Source: an optimization exercise on an open RTL-to-GDS flow (aim: small area). Production flows keep margins and buffers that such runs may drop.
RTL that was checked went through simulation tests only; none was proved equivalent to the original.
Power and IR drop assume default switching activity.

==> v8 <==
==> flow/design.v (excerpt) <==
module lcd_renderer (
  input clk,
  input rst_n,
  input [99:0] game_table,
  output LCD_rst,
  output [1:0] LCD_cs,
  output LCD_rw,
  output LCD_di,
  output [7:0] LCD_data,
  output LCD_en
);
  wire en, out_valid, we_s, we_f, y_last, x_last, init;
  wire [9:0] din;
  wire [3:0] col;
  wire [7:0] tap;
  RAM_ctrl ram_c (
    .game_table(game_table), .clk(clk), .rst_n(rst_n), .en(en),
    .y_last(y_last), .x_last(x_last), .init(init), .data_valid(out_valid),
    .we_s(we_s), .we_f(we_f), .din(din)
  );
  RAM R1 (.clk(clk), .we_s(we_s), .we_f(we_f), .din(din), .col(col), .dout(tap));
  LCD_control LCD_ctrl (
    .clk(clk), .rst_n(rst_n), .tap(tap), .data_valid(out_valid),
    .col(col), .y_last(y_last), .x_last(x_last), .init(init),
    .LCD_di(LCD_di), .LCD_rw(LCD_rw), .LCD_en(LCD_en), .LCD_rst(LCD_rst),
    .LCD_cs(LCD_cs), .LCD_data(LCD_data), .en_tran(en)
  );
endmodule
==> flow/config.mk <==
export PLATFORM = sky130hd
export DESIGN_NAME = lcd_renderer
export DESIGN_NICKNAME = lcd_renderer
export VERILOG_FILES = /design/flow/design.v
export SDC_FILE = /design/flow/constraint.sdc
export NUM_CORES = 4
export LEC_CHECK = 0
export CAP_MARGIN = 20
export CORE_MARGIN = 2
export CORE_UTILIZATION = 70
export SLEW_MARGIN = 20
export BUFFER_PORTS_ARGS = -buffer_cell sky130_fd_sc_hd__buf_1
export CTS_ARGS = -sink_clustering_enable -repair_clock_nets -dont_use_dummy_load -buf_list sky130_fd_sc_hd__clkbuf_4 -sink_clustering_size 12 -sink_clustering_max_diameter 25
==> flow/constraint.sdc <==
create_clock -name core_clock -period 10.0 [get_ports {clk}]
set_input_delay 2.0000 -clock core_clock [delete_from_list [all_inputs] [get_ports {clk}]]
set_output_delay 2.0000 -clock core_clock [all_outputs]
set_load 0.01 [all_outputs]
standard.sh (not shown) runs the stock make flow with config.mk's settings and CLKGATE_MAP_FILE= SYNTH_SCRIPT=/design/flow/synth_recipe.tcl, a recipe that flattens the netlist after the stock synthesis.
==> flow/flow/run.sh <==
#!/bin/bash
set -euo pipefail
cat >> config.mk <<'C'
export BUFFER_PORTS_ARGS = -buffer_cell sky130_fd_sc_hd__buf_1
export CTS_ARGS = -sink_clustering_enable -repair_clock_nets -dont_use_dummy_load -buf_list sky130_fd_sc_hd__clkbuf_4 -sink_clustering_size 12 -sink_clustering_max_diameter 25
C
bash standard.sh finish > make.log 2>&1
==> inputs of v16, as changes to v8 <==
==> flow/run.sh (new file) <==
#!/bin/bash
# synth_recipe.tcl (not shown) runs the flow's synth.tcl, then flattens the netlist and writes it again
# the make line also repeats each setting of config.mk as NAME=value (left out here)
make -C /OpenROAD-flow-scripts/flow DESIGN_CONFIG=/design/flow/config.mk WORK_HOME=/design/flow/orfs CLKGATE_MAP_FILE= SYNTH_SCRIPT=/design/flow/synth_recipe.tcl finish
Settings changed: ABC_AREA from default to 1, BUFFER_PORTS_ARGS -buffer_cell sky130_fd_sc_hd__buf_1 to default, CTS_ARGS -sink_clustering_enable -repair_clock_nets -dont_use_dummy_load -buf_list sky130_fd_sc_hd__clkbuf_4 -sink_clustering_size 12 -sink_clustering_max_diameter 25 to default.
removed: flow/flow/run.sh
removed: flow/standard.sh
==> notes <==
- Sequential power is about the same in v8 and v16.
- Between v16 and v8, the lower first-iteration DRC count is in v8 (gap 40%, measured against v8).
- Between v8 and v16, the lower worst setup slack is in v16 (gap 0.61 ns).
- Of v8 and v16, v16 has the higher clock power (gap about 46%, measured against v16).
- Of v8 and v16, v16 has the higher core utilization (gap 9.0 points).
- Against v16, the critical path depth of v8 is lower by 1.
- In v16 the synthesized area is higher than in v8, by 0.57%.
==> figures <==
metric	v8	v16
Clock network fraction of total power	30.8%	44.8%
VDD IR max	0.139 mV	0.196 mV
Clock edge transition at the registers on the reported setup and hold paths	0.08 ns	0.07 ns
DRT Pass-1 Iters	7	5
Run status	finished clean	finished clean
Multi-input comb cells	322	459
Total Wirelength	25200 um	35500 um
Number of global-route vias before repair	7876	9510
Growth of design area from synthesis to finish	9.13%	21.4%
Number of vias after detailed routing	7865	8970
Vertical extent of the die	155 um	156 um
Crit share post-route	48.9%	55.0%
Fraction of area in non-clock buffers	2.67%	5.99%
Non-Clock Inverter Count	12	49
Worst reg2reg setup slack	7.19 ns	7.15 ns

==> 06-23: inputs <==
==> flow/design.v <==
module RAM (
  input clk,
  input we_s,           
  input we_f,           
  input first,          
  input [9:0] din,      
  input [3:0] col,      
  output reg [7:0] dout
);
  reg [127:0] r0, r1, r2, r3, r4;
  wire [127:0] n0, n1, n2, n3, n4;
  function [127:0] step;
    input [127:0] r;
    input [6:0] es_a, es_b, ef_a, ef_b;
    input a, b, ws, wf, f;
    begin
      step = {r[126:0], r[127]};
      step[es_a] = (a & !f) | (r[es_a - 1] & !ws);
      step[es_b] = (b & !f) | (r[es_b - 1] & !ws);
      step[ef_a] = (a & f) | (r[ef_a - 1] & !wf);
      step[ef_b] = (b & f) | (r[ef_b - 1] & !wf);
    end
  endfunction
  assign n0 = step(r0, 7'd57, 7'd125, 7'd90, 7'd30,  din[0], din[5], we_s, we_f, first);
  assign n1 = step(r1, 7'd45, 7'd113, 7'd78, 7'd18,  din[1], din[6], we_s, we_f, first);
  assign n2 = step(r2, 7'd33, 7'd101, 7'd66, 7'd6,   din[2], din[7], we_s, we_f, first);
  assign n3 = step(r3, 7'd21, 7'd89,  7'd54, 7'd122, din[3], din[8], we_s, we_f, first);
  assign n4 = step(r4, 7'd9,  7'd77,  7'd42, 7'd110, din[4], din[9], we_s, we_f, first);
  always @(posedge clk) begin
    r0 <= n0; r1 <= n1; r2 <= n2; r3 <= n3; r4 <= n4;
  end
  integer i;
  always @* begin
    for (i = 0; i < 8; i = i + 1)
      case (col)
        4'd1, 4'd6:  dout[i] = r0[7-i];
        4'd2, 4'd7:  dout[i] = r1[7-i];
        4'd3, 4'd8:  dout[i] = r2[7-i];
        4'd4, 4'd9:  dout[i] = r3[7-i];
        default:     dout[i] = r4[7-i];
      endcase
  end
endmodule
module RAM_ctrl (
  input [99:0] game_table,
  input clk,
  input rst_n,
  input data_valid,       
  input y_last,           
  input x_last,           
  input init,             
  output ready,
  output we_s,
  output we_f,
  output reg [9:0] din
);
  reg [3:0] b;
  reg [2:0] m;            
  integer jj, kk;
  always @* begin
    for (jj = 0; jj < 10; jj = jj + 1) begin
      din[jj] = 1'b0;
      for (kk = 0; kk < 10; kk = kk + 1)
        din[jj] = din[jj] | ((b == kk + 1) & game_table[10*kk + jj]);
    end
  end
  wire wr = (b != 4'd0) && (b < 4'd11);
  assign we_s = wr && !init;
  assign we_f = wr && init;
  assign ready = (b == 4'd13) && m[2] && m[0];     
  always @(posedge clk or negedge rst_n) begin
    if (!rst_n) begin
      b <= 4'd0;
      m <= 3'b000;                                    
    end else begin
      if (data_valid && y_last) begin
        if (x_last) begin b <= 4'd0; m <= 3'b001; end    
        else begin b <= 4'd11; m <= 3'b001; end           
      end else if (!ready) begin
        m <= {m[1:0], ~m[2]};
        if (m[1] && !m[2]) b <= b + 1'b1;              
      end
    end
  end
endmodule
module LCD_control (
  input wire clk,
  input wire rst_n,
  input wire [7:0] tap,      
  input wire ready,          
  output wire data_valid,    
  output wire [3:0] col,     
  output wire y_last,
  output wire x_last,
  output wire init,
  output wire LCD_di,
  output wire LCD_rw,
  output reg LCD_en,
  output wire LCD_rst,
  output wire [1:0] LCD_cs,
  output reg [7:0] LCD_data
);
  localparam [3:0] SETDSL = 4'b0000, E_X0 = 4'b0001, E_Y = 4'b0010, E_D0 = 4'b0011,
                   SETY = 4'b0100, IDLE = 4'b0101, D_D0 = 4'b0110, D_D1 = 4'b0111,
                   SETX = 4'b1000, E_X1 = 4'b1001, E_D = 4'b1011,
                   D_X = 4'b1101, D_D = 4'b1111;
  assign LCD_rst = rst_n;
  assign LCD_cs = 2'b10;
  assign LCD_rw = 1'b0;
  reg [3:0] state;
  assign LCD_di = state[3];
  reg [2:0] x_cnt;
  reg [3:0] yb;
  reg [2:0] ym;
  wire data_st = (state[2:0] == 3'b111);         
  assign data_valid = ready && data_st && !LCD_en;
  assign y_last = (yb == 4'd11) && ym[2] && ym[0];         
  assign x_last = (x_cnt == 3'd7);
  assign init = !state[2];
  assign col = yb;
  wire border = (yb == 4'd0) || (yb == 4'd11);
  wire first_byte = ym[1] && !ym[2];                        
  wire [7:0] rowmask = (x_cnt == 3'd0) ? 8'b0000_0011 : (x_cnt == 3'd7) ? 8'b1100_0000 : 8'b0;
  reg [7:0] cmd;
  always @* begin
    case (state)
      SETDSL:     cmd = 8'hc0;
      E_X0, E_X1, D_X, SETX: cmd = {5'b10111, x_cnt};    
      E_Y, SETY:  cmd = 8'h40;
      IDLE:       cmd = 8'h3f;
      default:    cmd = 8'h00;    
    endcase
  end
  wire load = !LCD_en && (state[2:1] == 2'b11 ? (data_valid && (border || first_byte)) : 1'b1);
  wire [7:0] data_next = data_st ? (tap | rowmask | {8{border}}) : cmd;
  always @(posedge clk or negedge rst_n) begin
    if (!rst_n) begin
      LCD_data <= 8'h00;
      LCD_en <= 1'b1;
      state <= SETDSL;
      x_cnt <= 3'd0;
      yb <= 4'd0;
      ym <= 3'b000;
    end else begin
      LCD_en <= ~LCD_en;
      if (load) LCD_data <= data_next;
      if (!LCD_en) begin
        case (state)
          SETDSL: state <= E_X0;
          E_X0, E_X1: state <= E_Y;
          E_Y:    state <= E_D0;
          E_D0, E_D: begin
            state <= E_D;
            if (y_last) begin
              x_cnt <= x_cnt + 1'b1;
              state <= x_last ? SETX : E_X1;
            end
          end
          SETX:   state <= SETY;
          SETY:   state <= IDLE;
          IDLE:   state <= D_D0;
          D_D0:   state <= D_D1;    
          D_D1, D_D: begin
            if (data_valid) begin
              state <= D_D;
              if (y_last) begin
                x_cnt <= x_cnt + 1'b1;
                state <= D_X;
              end
            end
          end
          D_X:    state <= (x_cnt == 3'd0) ? IDLE : D_D1;
          default: ;
        endcase
        if ((state[2:0] == 3'b011) || data_valid) begin    
          if (y_last) begin
            yb <= 4'd0; ym <= 3'b000;
          end else begin
            ym <= {ym[1:0], ~ym[2]};
            if (ym[0] && !ym[1]) yb <= yb + 1'b1;    
          end
        end
      end
    end
  end
endmodule
module lcd_renderer (
  input clk,
  input rst_n,
  input [99:0] game_table,
  output LCD_rst,
  output [1:0] LCD_cs,
  output LCD_rw,
  output LCD_di,
  output [7:0] LCD_data,
  output LCD_en
);
  wire ready, out_valid, we_s, we_f, y_last, x_last, init;
  wire [9:0] din;
  wire [3:0] col;
  wire [7:0] tap;
  RAM_ctrl ram_c (
    .game_table(game_table), .clk(clk), .rst_n(rst_n), .data_valid(out_valid),
    .y_last(y_last), .x_last(x_last), .init(init), .ready(ready),
    .we_s(we_s), .we_f(we_f), .din(din)
  );
  RAM R1 (.clk(clk), .we_s(we_s), .we_f(we_f), .first(init), .din(din), .col(col), .dout(tap));
  LCD_control LCD_ctrl (
    .clk(clk), .rst_n(rst_n), .tap(tap), .ready(ready), .data_valid(out_valid),
    .col(col), .y_last(y_last), .x_last(x_last), .init(init),
    .LCD_di(LCD_di), .LCD_rw(LCD_rw), .LCD_en(LCD_en), .LCD_rst(LCD_rst),
    .LCD_cs(LCD_cs), .LCD_data(LCD_data)
  );
endmodule
==> flow/flow/run.sh <==
#!/bin/bash
set -euo pipefail
cat >> config.mk <<'C'
export BUFFER_PORTS_ARGS = -buffer_cell sky130_fd_sc_hd__buf_1
export CTS_ARGS = -sink_clustering_enable -repair_clock_nets -dont_use_dummy_load -buf_list sky130_fd_sc_hd__clkbuf_4 -sink_clustering_size 10 -sink_clustering_max_diameter 25
export RECOVER_POWER = 100
C
bash standard.sh finish > make.log 2>&1
==> flow/standard.sh <==
#!/bin/bash
# synth_recipe.tcl (not shown) runs the flow's synth.tcl, then flattens the netlist and writes it again
# the make line also repeats each setting of config.mk as NAME=value (left out here)
make -C /OpenROAD-flow-scripts/flow DESIGN_CONFIG=/design/flow/config.mk WORK_HOME=/design/flow/orfs CLKGATE_MAP_FILE= SYNTH_SCRIPT=/design/flow/synth_recipe.tcl "${@:-finish}"
==> flow/config.mk <==
export PLATFORM = sky130hd
export DESIGN_NAME = lcd_renderer
export DESIGN_NICKNAME = lcd_renderer
export VERILOG_FILES = /design/flow/design.v
export SDC_FILE = /design/flow/constraint.sdc
export NUM_CORES = 4
export LEC_CHECK = 0
export CAP_MARGIN = 20
export CORE_MARGIN = 2
export CORE_UTILIZATION = 80
export SLEW_MARGIN = 20
export BUFFER_PORTS_ARGS = -buffer_cell sky130_fd_sc_hd__buf_1
export CTS_ARGS = -sink_clustering_enable -repair_clock_nets -dont_use_dummy_load -buf_list sky130_fd_sc_hd__clkbuf_4 -sink_clustering_size 10 -sink_clustering_max_diameter 25
export RECOVER_POWER = 100
==> flow/constraint.sdc <==
create_clock -name core_clock -period 10.0 [get_ports {clk}]
set_input_delay 2.0000 -clock core_clock [delete_from_list [all_inputs] [get_ports {clk}]]
set_output_delay 2.0000 -clock core_clock [all_outputs]
set_load 0.01 [all_outputs]
==> 08-20: changes against 06-23 <==
--- a/flow/design.v
+++ b/flow/design.v
@@ -4,3 +4,2 @@
   input we_f,           
-  input first,          
   input [9:0] din,      
@@ -14,16 +13,14 @@
     input [6:0] es_a, es_b, ef_a, ef_b;
-    input a, b, ws, wf, f;
+    input a, b, ws, wf;
     begin
       step = {r[126:0], r[127]};
-      step[es_a] = (a & !f) | (r[es_a - 1] & !ws);
-      step[es_b] = (b & !f) | (r[es_b - 1] & !ws);
-      step[ef_a] = (a & f) | (r[ef_a - 1] & !wf);
-      step[ef_b] = (b & f) | (r[ef_b - 1] & !wf);
+      if (ws) begin step[es_a] = a; step[es_b] = b; end
+      if (wf) begin step[ef_a] = a; step[ef_b] = b; end
     end
   endfunction
-  assign n0 = step(r0, 7'd57, 7'd125, 7'd90, 7'd30,  din[0], din[5], we_s, we_f, first);
-  assign n1 = step(r1, 7'd45, 7'd113, 7'd78, 7'd18,  din[1], din[6], we_s, we_f, first);
-  assign n2 = step(r2, 7'd33, 7'd101, 7'd66, 7'd6,   din[2], din[7], we_s, we_f, first);
-  assign n3 = step(r3, 7'd21, 7'd89,  7'd54, 7'd122, din[3], din[8], we_s, we_f, first);
-  assign n4 = step(r4, 7'd9,  7'd77,  7'd42, 7'd110, din[4], din[9], we_s, we_f, first);
+  assign n0 = step(r0, 7'd57, 7'd125, 7'd90, 7'd30,  din[0], din[5], we_s, we_f);
+  assign n1 = step(r1, 7'd45, 7'd113, 7'd78, 7'd18,  din[1], din[6], we_s, we_f);
+  assign n2 = step(r2, 7'd33, 7'd101, 7'd66, 7'd6,   din[2], din[7], we_s, we_f);
+  assign n3 = step(r3, 7'd21, 7'd89,  7'd54, 7'd122, din[3], din[8], we_s, we_f);
+  assign n4 = step(r4, 7'd9,  7'd77,  7'd42, 7'd110, din[4], din[9], we_s, we_f);
   always @(posedge clk) begin
@@ -58,9 +55,15 @@
   reg [2:0] m;            
-  integer jj, kk;
   always @* begin
-    for (jj = 0; jj < 10; jj = jj + 1) begin
-      din[jj] = 1'b0;
-      for (kk = 0; kk < 10; kk = kk + 1)
-        din[jj] = din[jj] | ((b == kk + 1) & game_table[10*kk + jj]);
-    end
+    case (b)
+      4'd1: din = game_table[9:0];
+      4'd2: din = game_table[19:10];
+      4'd3: din = game_table[29:20];
+      4'd4: din = game_table[39:30];
+      4'd5: din = game_table[49:40];
+      4'd6: din = game_table[59:50];
+      4'd7: din = game_table[69:60];
+      4'd8: din = game_table[79:70];
+      4'd9: din = game_table[89:80];
+      default: din = game_table[99:90];
+    endcase
   end
@@ -95,3 +98,3 @@
   output wire init,
-  output wire LCD_di,
+  output reg LCD_di,
   output wire LCD_rw,
@@ -102,6 +105,4 @@
 );
-  localparam [3:0] SETDSL = 4'b0000, E_X0 = 4'b0001, E_Y = 4'b0010, E_D0 = 4'b0011,
-                   SETY = 4'b0100, IDLE = 4'b0101, D_D0 = 4'b0110, D_D1 = 4'b0111,
-                   SETX = 4'b1000, E_X1 = 4'b1001, E_D = 4'b1011,
-                   D_X = 4'b1101, D_D = 4'b1111;
+  localparam [3:0] SETDSL = 4'd0, E_X = 4'd1, E_Y = 4'd2, E_D = 4'd3,
+                   SETX = 4'd4, SETY = 4'd5, IDLE = 4'd6, D_D = 4'd7, D_X = 4'd8, D_D0 = 4'd9;
   assign LCD_rst = rst_n;
@@ -110,3 +111,2 @@
   reg [3:0] state;
-  assign LCD_di = state[3];
   reg [2:0] x_cnt;
@@ -114,7 +114,6 @@
   reg [2:0] ym;
-  wire data_st = (state[2:0] == 3'b111);         
-  assign data_valid = ready && data_st && !LCD_en;
+  assign data_valid = ready && (state == D_D) && !LCD_en;
   assign y_last = (yb == 4'd11) && ym[2] && ym[0];         
   assign x_last = (x_cnt == 3'd7);
-  assign init = !state[2];
+  assign init = (state == SETDSL) || (state == E_X) || (state == E_Y) || (state == E_D);
   assign col = yb;
@@ -127,4 +126,5 @@
       SETDSL:     cmd = 8'hc0;
-      E_X0, E_X1, D_X, SETX: cmd = {5'b10111, x_cnt};    
+      E_X, D_X:   cmd = {5'b10111, x_cnt};
       E_Y, SETY:  cmd = 8'h40;
+      SETX:       cmd = 8'hb8;
       IDLE:       cmd = 8'h3f;
@@ -133,3 +133,4 @@
   end
-  wire load = !LCD_en && (state[2:1] == 2'b11 ? (data_valid && (border || first_byte)) : 1'b1);
+  wire data_st = (state == D_D) || (state == D_D0);
+  wire load = !LCD_en && (data_st ? (data_valid && (border || first_byte)) : 1'b1);
   wire [7:0] data_next = data_st ? (tap | rowmask | {8{border}}) : cmd;
@@ -137,2 +138,3 @@
     if (!rst_n) begin
+      LCD_di <= 1'b0;
       LCD_data <= 8'h00;
@@ -148,19 +150,19 @@
         case (state)
-          SETDSL: state <= E_X0;
-          E_X0, E_X1: state <= E_Y;
-          E_Y:    state <= E_D0;
-          E_D0, E_D: begin
-            state <= E_D;
+          SETDSL: begin LCD_di <= 1'b0; state <= E_X; end
+          E_X:    begin LCD_di <= 1'b0; state <= E_Y; end
+          E_Y:    begin LCD_di <= 1'b0; state <= E_D; end
+          E_D: begin
+            LCD_di <= 1'b1;
             if (y_last) begin
               x_cnt <= x_cnt + 1'b1;
-              state <= x_last ? SETX : E_X1;
+              state <= x_last ? SETX : E_X;
             end
           end
-          SETX:   state <= SETY;
-          SETY:   state <= IDLE;
-          IDLE:   state <= D_D0;
-          D_D0:   state <= D_D1;    
-          D_D1, D_D: begin
+          SETX:   begin LCD_di <= 1'b0; state <= SETY; end
+          SETY:   begin LCD_di <= 1'b0; state <= IDLE; end
+          IDLE:   begin LCD_di <= 1'b0; state <= D_D0; end
+          D_D0:   state <= D_D;    
+          D_D: begin
             if (data_valid) begin
-              state <= D_D;
+              LCD_di <= 1'b1;
               if (y_last) begin
@@ -171,6 +173,9 @@
           end
-          D_X:    state <= (x_cnt == 3'd0) ? IDLE : D_D1;
+          D_X: begin
+            LCD_di <= 1'b0;
+            state <= (x_cnt == 3'd0) ? IDLE : D_D;
+          end
           default: ;
         endcase
-        if ((state[2:0] == 3'b011) || data_valid) begin    
+        if ((state == E_D) || (state == D_D && data_valid)) begin
           if (y_last) begin
@@ -206,3 +211,3 @@
   );
-  RAM R1 (.clk(clk), .we_s(we_s), .we_f(we_f), .first(init), .din(din), .col(col), .dout(tap));
+  RAM R1 (.clk(clk), .we_s(we_s), .we_f(we_f), .din(din), .col(col), .dout(tap));
   LCD_control LCD_ctrl (
==> flow/flow/run.sh (replaced) <==
#!/bin/bash
set -euo pipefail
cat >> config.mk <<'C'
export BUFFER_PORTS_ARGS = -buffer_cell sky130_fd_sc_hd__buf_1
export CTS_ARGS = -sink_clustering_enable -repair_clock_nets -dont_use_dummy_load -buf_list sky130_fd_sc_hd__clkbuf_4 -sink_clustering_size 10 -sink_clustering_max_diameter 30
C
bash standard.sh finish > make.log 2>&1
==> flow/config.mk (replaced) <==
export PLATFORM = sky130hd
export DESIGN_NAME = lcd_renderer
export DESIGN_NICKNAME = lcd_renderer
export VERILOG_FILES = /design/flow/design.v
export SDC_FILE = /design/flow/constraint.sdc
export NUM_CORES = 4
export LEC_CHECK = 0
export CAP_MARGIN = 20
export CORE_MARGIN = 2
export CORE_UTILIZATION = 55
export SLEW_MARGIN = 20
export BUFFER_PORTS_ARGS = -buffer_cell sky130_fd_sc_hd__buf_1
export CTS_ARGS = -sink_clustering_enable -repair_clock_nets -dont_use_dummy_load -buf_list sky130_fd_sc_hd__clkbuf_4 -sink_clustering_size 10 -sink_clustering_max_diameter 30
==> 04-14: changes against 06-23 <==
==> flow/flow/run.sh (replaced) <==
#!/bin/bash
set -euo pipefail
cat >> config.mk <<'C'
export BUFFER_PORTS_ARGS = -buffer_cell sky130_fd_sc_hd__buf_1
export CTS_ARGS = -sink_clustering_enable -repair_clock_nets -dont_use_dummy_load -buf_list sky130_fd_sc_hd__clkbuf_4 -sink_clustering_size 10 -sink_clustering_max_diameter 30
C
bash standard.sh finish > make.log 2>&1
==> flow/config.mk (replaced) <==
export PLATFORM = sky130hd
export DESIGN_NAME = lcd_renderer
export DESIGN_NICKNAME = lcd_renderer
export VERILOG_FILES = /design/flow/design.v
export SDC_FILE = /design/flow/constraint.sdc
export NUM_CORES = 4
export LEC_CHECK = 0
export CAP_MARGIN = 20
export CORE_MARGIN = 2
export CORE_UTILIZATION = 70
export SLEW_MARGIN = 20
export BUFFER_PORTS_ARGS = -buffer_cell sky130_fd_sc_hd__buf_1
export CTS_ARGS = -sink_clustering_enable -repair_clock_nets -dont_use_dummy_load -buf_list sky130_fd_sc_hd__clkbuf_4 -sink_clustering_size 10 -sink_clustering_max_diameter 30
==> 02-26: changes against 06-23 <==
--- a/flow/design.v
+++ b/flow/design.v
@@ -4,3 +4,2 @@
   input we_f,           
-  input first,          
   input [9:0] din,      
@@ -14,16 +13,14 @@
     input [6:0] es_a, es_b, ef_a, ef_b;
-    input a, b, ws, wf, f;
+    input a, b, ws, wf;
     begin
       step = {r[126:0], r[127]};
-      step[es_a] = (a & !f) | (r[es_a - 1] & !ws);
-      step[es_b] = (b & !f) | (r[es_b - 1] & !ws);
-      step[ef_a] = (a & f) | (r[ef_a - 1] & !wf);
-      step[ef_b] = (b & f) | (r[ef_b - 1] & !wf);
+      if (ws) begin step[es_a] = a; step[es_b] = b; end
+      if (wf) begin step[ef_a] = a; step[ef_b] = b; end
     end
   endfunction
-  assign n0 = step(r0, 7'd57, 7'd125, 7'd90, 7'd30,  din[0], din[5], we_s, we_f, first);
-  assign n1 = step(r1, 7'd45, 7'd113, 7'd78, 7'd18,  din[1], din[6], we_s, we_f, first);
-  assign n2 = step(r2, 7'd33, 7'd101, 7'd66, 7'd6,   din[2], din[7], we_s, we_f, first);
-  assign n3 = step(r3, 7'd21, 7'd89,  7'd54, 7'd122, din[3], din[8], we_s, we_f, first);
-  assign n4 = step(r4, 7'd9,  7'd77,  7'd42, 7'd110, din[4], din[9], we_s, we_f, first);
+  assign n0 = step(r0, 7'd57, 7'd125, 7'd90, 7'd30,  din[0], din[5], we_s, we_f);
+  assign n1 = step(r1, 7'd45, 7'd113, 7'd78, 7'd18,  din[1], din[6], we_s, we_f);
+  assign n2 = step(r2, 7'd33, 7'd101, 7'd66, 7'd6,   din[2], din[7], we_s, we_f);
+  assign n3 = step(r3, 7'd21, 7'd89,  7'd54, 7'd122, din[3], din[8], we_s, we_f);
+  assign n4 = step(r4, 7'd9,  7'd77,  7'd42, 7'd110, din[4], din[9], we_s, we_f);
   always @(posedge clk) begin
@@ -58,9 +55,15 @@
   reg [2:0] m;            
-  integer jj, kk;
   always @* begin
-    for (jj = 0; jj < 10; jj = jj + 1) begin
-      din[jj] = 1'b0;
-      for (kk = 0; kk < 10; kk = kk + 1)
-        din[jj] = din[jj] | ((b == kk + 1) & game_table[10*kk + jj]);
-    end
+    case (b)
+      4'd1: din = game_table[9:0];
+      4'd2: din = game_table[19:10];
+      4'd3: din = game_table[29:20];
+      4'd4: din = game_table[39:30];
+      4'd5: din = game_table[49:40];
+      4'd6: din = game_table[59:50];
+      4'd7: din = game_table[69:60];
+      4'd8: din = game_table[79:70];
+      4'd9: din = game_table[89:80];
+      default: din = game_table[99:90];
+    endcase
   end
@@ -206,3 +209,3 @@
   );
-  RAM R1 (.clk(clk), .we_s(we_s), .we_f(we_f), .first(init), .din(din), .col(col), .dout(tap));
+  RAM R1 (.clk(clk), .we_s(we_s), .we_f(we_f), .din(din), .col(col), .dout(tap));
   LCD_control LCD_ctrl (
==> flow/flow/run.sh (replaced) <==
#!/bin/bash
set -euo pipefail
cat >> config.mk <<'C'
export BUFFER_PORTS_ARGS = -buffer_cell sky130_fd_sc_hd__buf_1
export CTS_ARGS = -sink_clustering_enable -repair_clock_nets -dont_use_dummy_load -buf_list sky130_fd_sc_hd__clkbuf_4 -sink_clustering_size 10 -sink_clustering_max_diameter 30
C
bash standard.sh finish > make.log 2>&1
==> flow/config.mk (replaced) <==
export PLATFORM = sky130hd
export DESIGN_NAME = lcd_renderer
export DESIGN_NICKNAME = lcd_renderer
export VERILOG_FILES = /design/flow/design.v
export SDC_FILE = /design/flow/constraint.sdc
export NUM_CORES = 4
export LEC_CHECK = 0
export CAP_MARGIN = 20
export CORE_MARGIN = 2
export CORE_UTILIZATION = 70
export SLEW_MARGIN = 20
export BUFFER_PORTS_ARGS = -buffer_cell sky130_fd_sc_hd__buf_1
export CTS_ARGS = -sink_clustering_enable -repair_clock_nets -dont_use_dummy_load -buf_list sky130_fd_sc_hd__clkbuf_4 -sink_clustering_size 10 -sink_clustering_max_diameter 30
==> flow_summary_export.csv <==
group,metric,value,unit
job,drv_cap,0,
yosys,seq_area_frac_synth,85.2,%
pwr,totalPowerFinal,3960,uW
outcome,status,"timing/DRC/antenna clean",
clock_network,cts_buffers,88,
finish,signal_buffers,117,
pwr,clock_power_share,28.6,%
That was 02-26.
==> flow_summary_export.csv <==
group,metric,value,unit
outcome,status,"timing/DRC/antenna clean",
pwr,totalPowerFinal,3980,uW
yosys,seq_area_frac_synth,85.4,%
finish,signal_buffers,119,
That was 04-14.
==> flow_summary_export.csv <==
group,metric,value,unit
finish,signal_buffers,121,
clock_network,cts_buffers,102,
outcome,status,"failed layout checks",
outcome,so_faults,"capacitance limit, slew limit",
sta,maxSlewViolCount,63,
job,drv_cap,4,
That was 06-23.
==> flow_summary_export.csv <==
group,metric,value,unit
job,drv_cap,0,
finish,signal_buffers,118,
clock_network,cts_buffers,92,
outcome,status,"timing/DRC/antenna clean",
worst_hold_path,whs_endpoint,"R1.r4[23]",
yosys,seq_area_frac_synth,85.1,%
pwr,totalPowerFinal,4000,uW
That was 08-20.
No functional check of the RTL was part of 08-20.

[static timing again, ports no longer ideal]
In the flow no input, the clock included, has a driving cell. The finished layouts below were timed again as built, in two steps. Step 1: set_driving_cell puts a clkbuf_16 on clk and a buf_2 on each other input, an assumption about the parent block. Step 2 adds t to the input delays and takes it off the output delays; t is the mean of the earliest and latest rising clock arrival at the registers after step 1. Input paths then give back, and output paths get back, about the clock's delay inside the block. Slacks: ideal / step 1 / step 2; pairs: ideal / step 1.
| run | t (ns) | setup WS [ns] | worst hold slack (ns) | latest minus earliest clock arrival (ns) | worst data-port slew with drivers (ns) |
|---|---|---|---|---|---|
| v8 | 0.736 | 5.114 / 5.093 / 5.093 | 0.260 / 0.260 / 0.260 | 0.120 / 0.120 | 0.06 |
| v16 | 0.607 | 4.504 / 4.473 / 4.473 | 0.321 / 0.321 / 0.321 | 0.012 / 0.013 | 0.07 |
| 06-23 | 0.740 | 4.530 / 4.488 / 4.488 | 0.248 / 0.248 / 0.248 | 0.094 / 0.095 | 0.07 |
| 08-20 | 0.710 | 5.135 / 5.115 / 5.115 | 0.252 / 0.252 / 0.252 | 0.109 / 0.109 | 0.04 |
| 04-14 | 0.695 | 5.166 / 5.144 / 5.144 | 0.277 / 0.277 / 0.277 | 0.084 / 0.083 | 0.05 |
| 02-26 | 0.699 | 5.205 / 5.184 / 5.184 | 0.266 / 0.266 / 0.266 | 0.107 / 0.107 | 0.04 |
The setup slack of 06-23, which loses most, moves by -0.042 ns with the drivers and by -0.042 ns with both steps.
